This is an optimization exercise on Yosys and OpenROAD, whose aim is small area, not a production implementation. In this exercise RTL edits were held to simulation tests only and were not proved equivalent to the original. Power and IR drop assume default switching activity.

Design MusicBox, start of the top module:
module MusicBox(clk,rst,out,debug,control);
input  clk,rst;
input  [7:0] control;
output out;
output [7:0] debug;
reg out;
reg [3:0]  clk_dur;
reg [2:0]  clk_tune;
reg [14:0] cnt;
reg [6:0]  pos;
reg [12:0] tune;
function [2:0] inc3;
  input [2:0] x;
  integer i;
  reg c;
  begin
    c = 1'b1;
    for (i = 0; i < 3; i = i + 1) begin
      inc3[i] = x[i] ^ c;
      c = c & x[i];
    end
  end
endfunction
function [3:0] inc4;
  input [3:0] x;
  integer i;
  reg c;
  begin
    c = 1'b1;
    for (i = 0; i < 4; i = i + 1) begin
      inc4[i] = x[i] ^ c;
      c = c & x[i];
    end
  end
endfunction
function [6:0] inc7;
  input [6:0] x;
  integer i;
  reg c;
  begin
    c = 1'b1;
    for (i = 0; i < 7; i = i + 1) begin
      inc7[i] = x[i] ^ c;
      c = c & x[i];
    end
  end
endfunction
function [14:0] inc15;
  input [14:0] x;
  integer i;
  reg c;
  begin
    c = 1'b1;
    for (i = 0; i < 15; i = i + 1) begin
      inc15[i] = x[i] ^ c;
      c = c & x[i];
    end
  end
endfunction
function [12:0] inc13;
  input [12:0] x;
  integer i;
  reg c;
  begin
    c = 1'b1;
    for (i = 0; i < 13; i = i + 1) begin
  ...
export LEC_CHECK = 0
export CAP_MARGIN = 20
export CORE_MARGIN = 2
export CORE_UTILIZATION = 40
export SLEW_MARGIN = 20
create_clock -name core_clock -period 10.0 [get_ports {clk}]
standard.sh (not shown) runs the stock make flow with config.mk's settings and CLKGATE_MAP_FILE= SYNTH_SCRIPT=/design/flow/synth_recipe.tcl, a recipe that flattens the netlist after the stock synthesis.
==> flow/flow/run.sh <==
#!/bin/bash
# Own layout flow: the standard flow (standard.sh) with three changes:
#  - synthesis maps logic with an area-oriented ABC script (flow/synth.tcl, flow/area.abc);
#  - port buffers use the smallest buffer cell;
#  - the clock tree uses small clock buffers and no dummy loads.
set -euo pipefail
W=$(pwd)
sed "s#SYNTH_SCRIPT=[^ ]*#SYNTH_SCRIPT=$W/flow/synth.tcl#" standard.sh > own_standard.sh
bash own_standard.sh \
  "BUFFER_PORTS_ARGS=-buffer_cell sky130_fd_sc_hd__buf_1" \
  "CTS_ARGS=-sink_clustering_enable -repair_clock_nets -dont_use_dummy_load -buf_list sky130_fd_sc_hd__clkbuf_4" \
  finish > own_flow.log 2>&1
==> flow/flow/area.abc <==
strash
&get -n
&fraig -x
&put
scorr
dc2
strash
&get -n
&dch -f
&nf -R 1000
&put
==> flow/flow/synth.tcl <==
# The standard synthesis (synth_recipe.tcl), except for the technology mapping:
# no half/full adder extraction, and ABC maps with the area-oriented script area.abc.
set own_dir [file dirname [file normalize [info script]]]
proc synth {args} { yosys synth -nofsm -noshare {*}$args }
proc abc {args} {
  set i [lsearch -exact $args -script]
  if {$i >= 0} { lset args [expr {$i + 1}] [file join $::own_dir area.abc] }
  yosys abc {*}$args
}
set ::env(ADDER_MAP_FILE) ""
source $::env(SCRIPTS_DIR)/synth.tcl
# left out here: clear keep_hierarchy, flatten, clean up, hide names made inside functions, write 1_2_yosys.v
The baseline went through all stages and came out clean.
Change:
CORE_UTILIZATION = 60   (was 40)
Outcome: Clock power fell by about 5.6%. Utilization rose by 22 points. Worst setup slack loses 25 ps. Wire length fell by about 7%. Via count fell by 3.6%.
Change:
==> flow/run.sh (new file) <==
#!/bin/bash
# synth_recipe.tcl (not shown) runs the flow's synth.tcl, then flattens the netlist and writes it again
# the make line also repeats each setting of config.mk as NAME=value (left out here)
make -C /OpenROAD-flow-scripts/flow DESIGN_CONFIG=/design/flow/config.mk WORK_HOME=/design/flow/orfs CLKGATE_MAP_FILE= SYNTH_SCRIPT=/design/flow/synth_recipe.tcl finish
CORE_UTILIZATION = 40   (was 60)
removed: flow/flow/run.sh
removed: flow/flow/area.abc
removed: flow/flow/synth.tcl
removed: flow/standard.sh
=> Sequential share of layout area drops by 14 points. Worst hold slack loses 13 ps. Total power climbs by 77%. Maximum frequency drops by 15%. Area after synthesis climbs by 44%. Critical path depth drops by 1.
Change:
==> flow/flow/run.sh (new file) <==
#!/bin/bash
# Own layout flow: the standard flow (standard.sh) with three changes:
#  - synthesis maps logic with an area-oriented ABC script (flow/synth.tcl, flow/area.abc);
#  - port buffers use the smallest buffer cell;
#  - the clock tree uses small clock buffers and no dummy loads.
set -euo pipefail
W=$(pwd)
sed "s#SYNTH_SCRIPT=[^ ]*#SYNTH_SCRIPT=$W/flow/synth.tcl#" standard.sh > own_standard.sh
bash own_standard.sh \
  "BUFFER_PORTS_ARGS=-buffer_cell sky130_fd_sc_hd__buf_1" \
  "CTS_ARGS=-sink_clustering_enable -repair_clock_nets -dont_use_dummy_load -buf_list sky130_fd_sc_hd__clkbuf_4" \
  finish > own_flow.log 2>&1
==> flow/flow/area.abc (new file) <==
strash
&get -n
&fraig -x
&put
scorr
dc2
strash
&get -n
&dch -f
&nf -R 1000
&put
==> flow/flow/synth.tcl (new file) <==
# The standard synthesis (synth_recipe.tcl), except for the technology mapping:
# no half/full adder extraction, and ABC maps with the area-oriented script area.abc.
set own_dir [file dirname [file normalize [info script]]]
proc synth {args} { yosys synth -nofsm -noshare {*}$args }
proc abc {args} {
  set i [lsearch -exact $args -script]
  if {$i >= 0} { lset args [expr {$i + 1}] [file join $::own_dir area.abc] }
  yosys abc {*}$args
}
set ::env(ADDER_MAP_FILE) ""
source $::env(SCRIPTS_DIR)/synth.tcl
# left out here: clear keep_hierarchy, flatten, clean up, hide names made inside functions, write 1_2_yosys.v
==> flow/standard.sh (new file) <==
#!/bin/bash
# synth_recipe.tcl (not shown) runs the flow's synth.tcl, then flattens the netlist and writes it again
# the make line also repeats each setting of config.mk as NAME=value (left out here)
make -C /OpenROAD-flow-scripts/flow DESIGN_CONFIG=/design/flow/config.mk WORK_HOME=/design/flow/orfs CLKGATE_MAP_FILE= SYNTH_SCRIPT=/design/flow/synth_recipe.tcl "${@:-finish}"
CORE_UTILIZATION = 75   (was 40)
removed: flow/run.sh
The new run completed without violations; count of clock-buffer cells in the layout does not change; power drops by about 43%; via count came out lower by 22%; sequential share of layout area grows by 14 points; cell count falls by about 32%; final area decreases by about 32%; worst setup slack gains 890 ps; global-route usage grows by 14 points; core utilization goes up by 37 points; combinational power went down by about 70%.
Change:
--- a/flow/flow/run.sh
+++ b/flow/flow/run.sh
@@ -10,3 +10,3 @@
   "BUFFER_PORTS_ARGS=-buffer_cell sky130_fd_sc_hd__buf_1" \
-  "CTS_ARGS=-sink_clustering_enable -repair_clock_nets -dont_use_dummy_load -buf_list sky130_fd_sc_hd__clkbuf_4" \
+  "CTS_ARGS=-sink_clustering_enable -repair_clock_nets -dont_use_dummy_load -buf_list {sky130_fd_sc_hd__clkbuf_2 sky130_fd_sc_hd__clkbuf_4 sky130_fd_sc_hd__clkbuf_8}" \
   finish > own_flow.log 2>&1
CORE_UTILIZATION = 40   (was 75)
The changed run completed without violations. Cell area climbs by 3.3%. Clock power climbs by 35%. Cell count climbs by 12%. Fmax climbs by 1.8%. Clock skew drops by 16 ps. Worst setup slack gets better by 91 ps. Power climbs by 6.9%. Wire length climbs by 3.9%. Die area climbs by 81%.

separate check: timing with driven ports:
The flow's constraints put no driver on any port. The routed layouts listed below were extracted and timed again, unchanged, in two steps. Step 1, drivers: a clkbuf_16 drives clk and a buf_2 each remaining input, both assumed. Step 2 moves the port delays by t, midway between the first and last clock arrival at a register: inputs arrive t later, outputs are due t later. That takes back most of the time a late clock gives input paths. a / b / c = no drivers / after step 1 / after step 2; a / b = the first two.
run	t (ns)	setup WS [ns]	worst setup path after step 2
the first run	0.366	4.913 / 4.886 / 4.682	input to register
the second run	0.346	4.888 / 4.864 / 4.637	input to register
the third run	0.323	4.000 / 3.970 / 4.293	register to output
the fourth run	0.363	4.894 / 4.871 / 4.661	input to register
the fifth run	0.311	4.985 / 4.956 / 4.682	input to register
After both steps setup and hold are still met in every run listed. For the fifth run, which loses most, drivers alone change the setup slack by -0.029 ns; drivers and shift together by -0.303 ns.
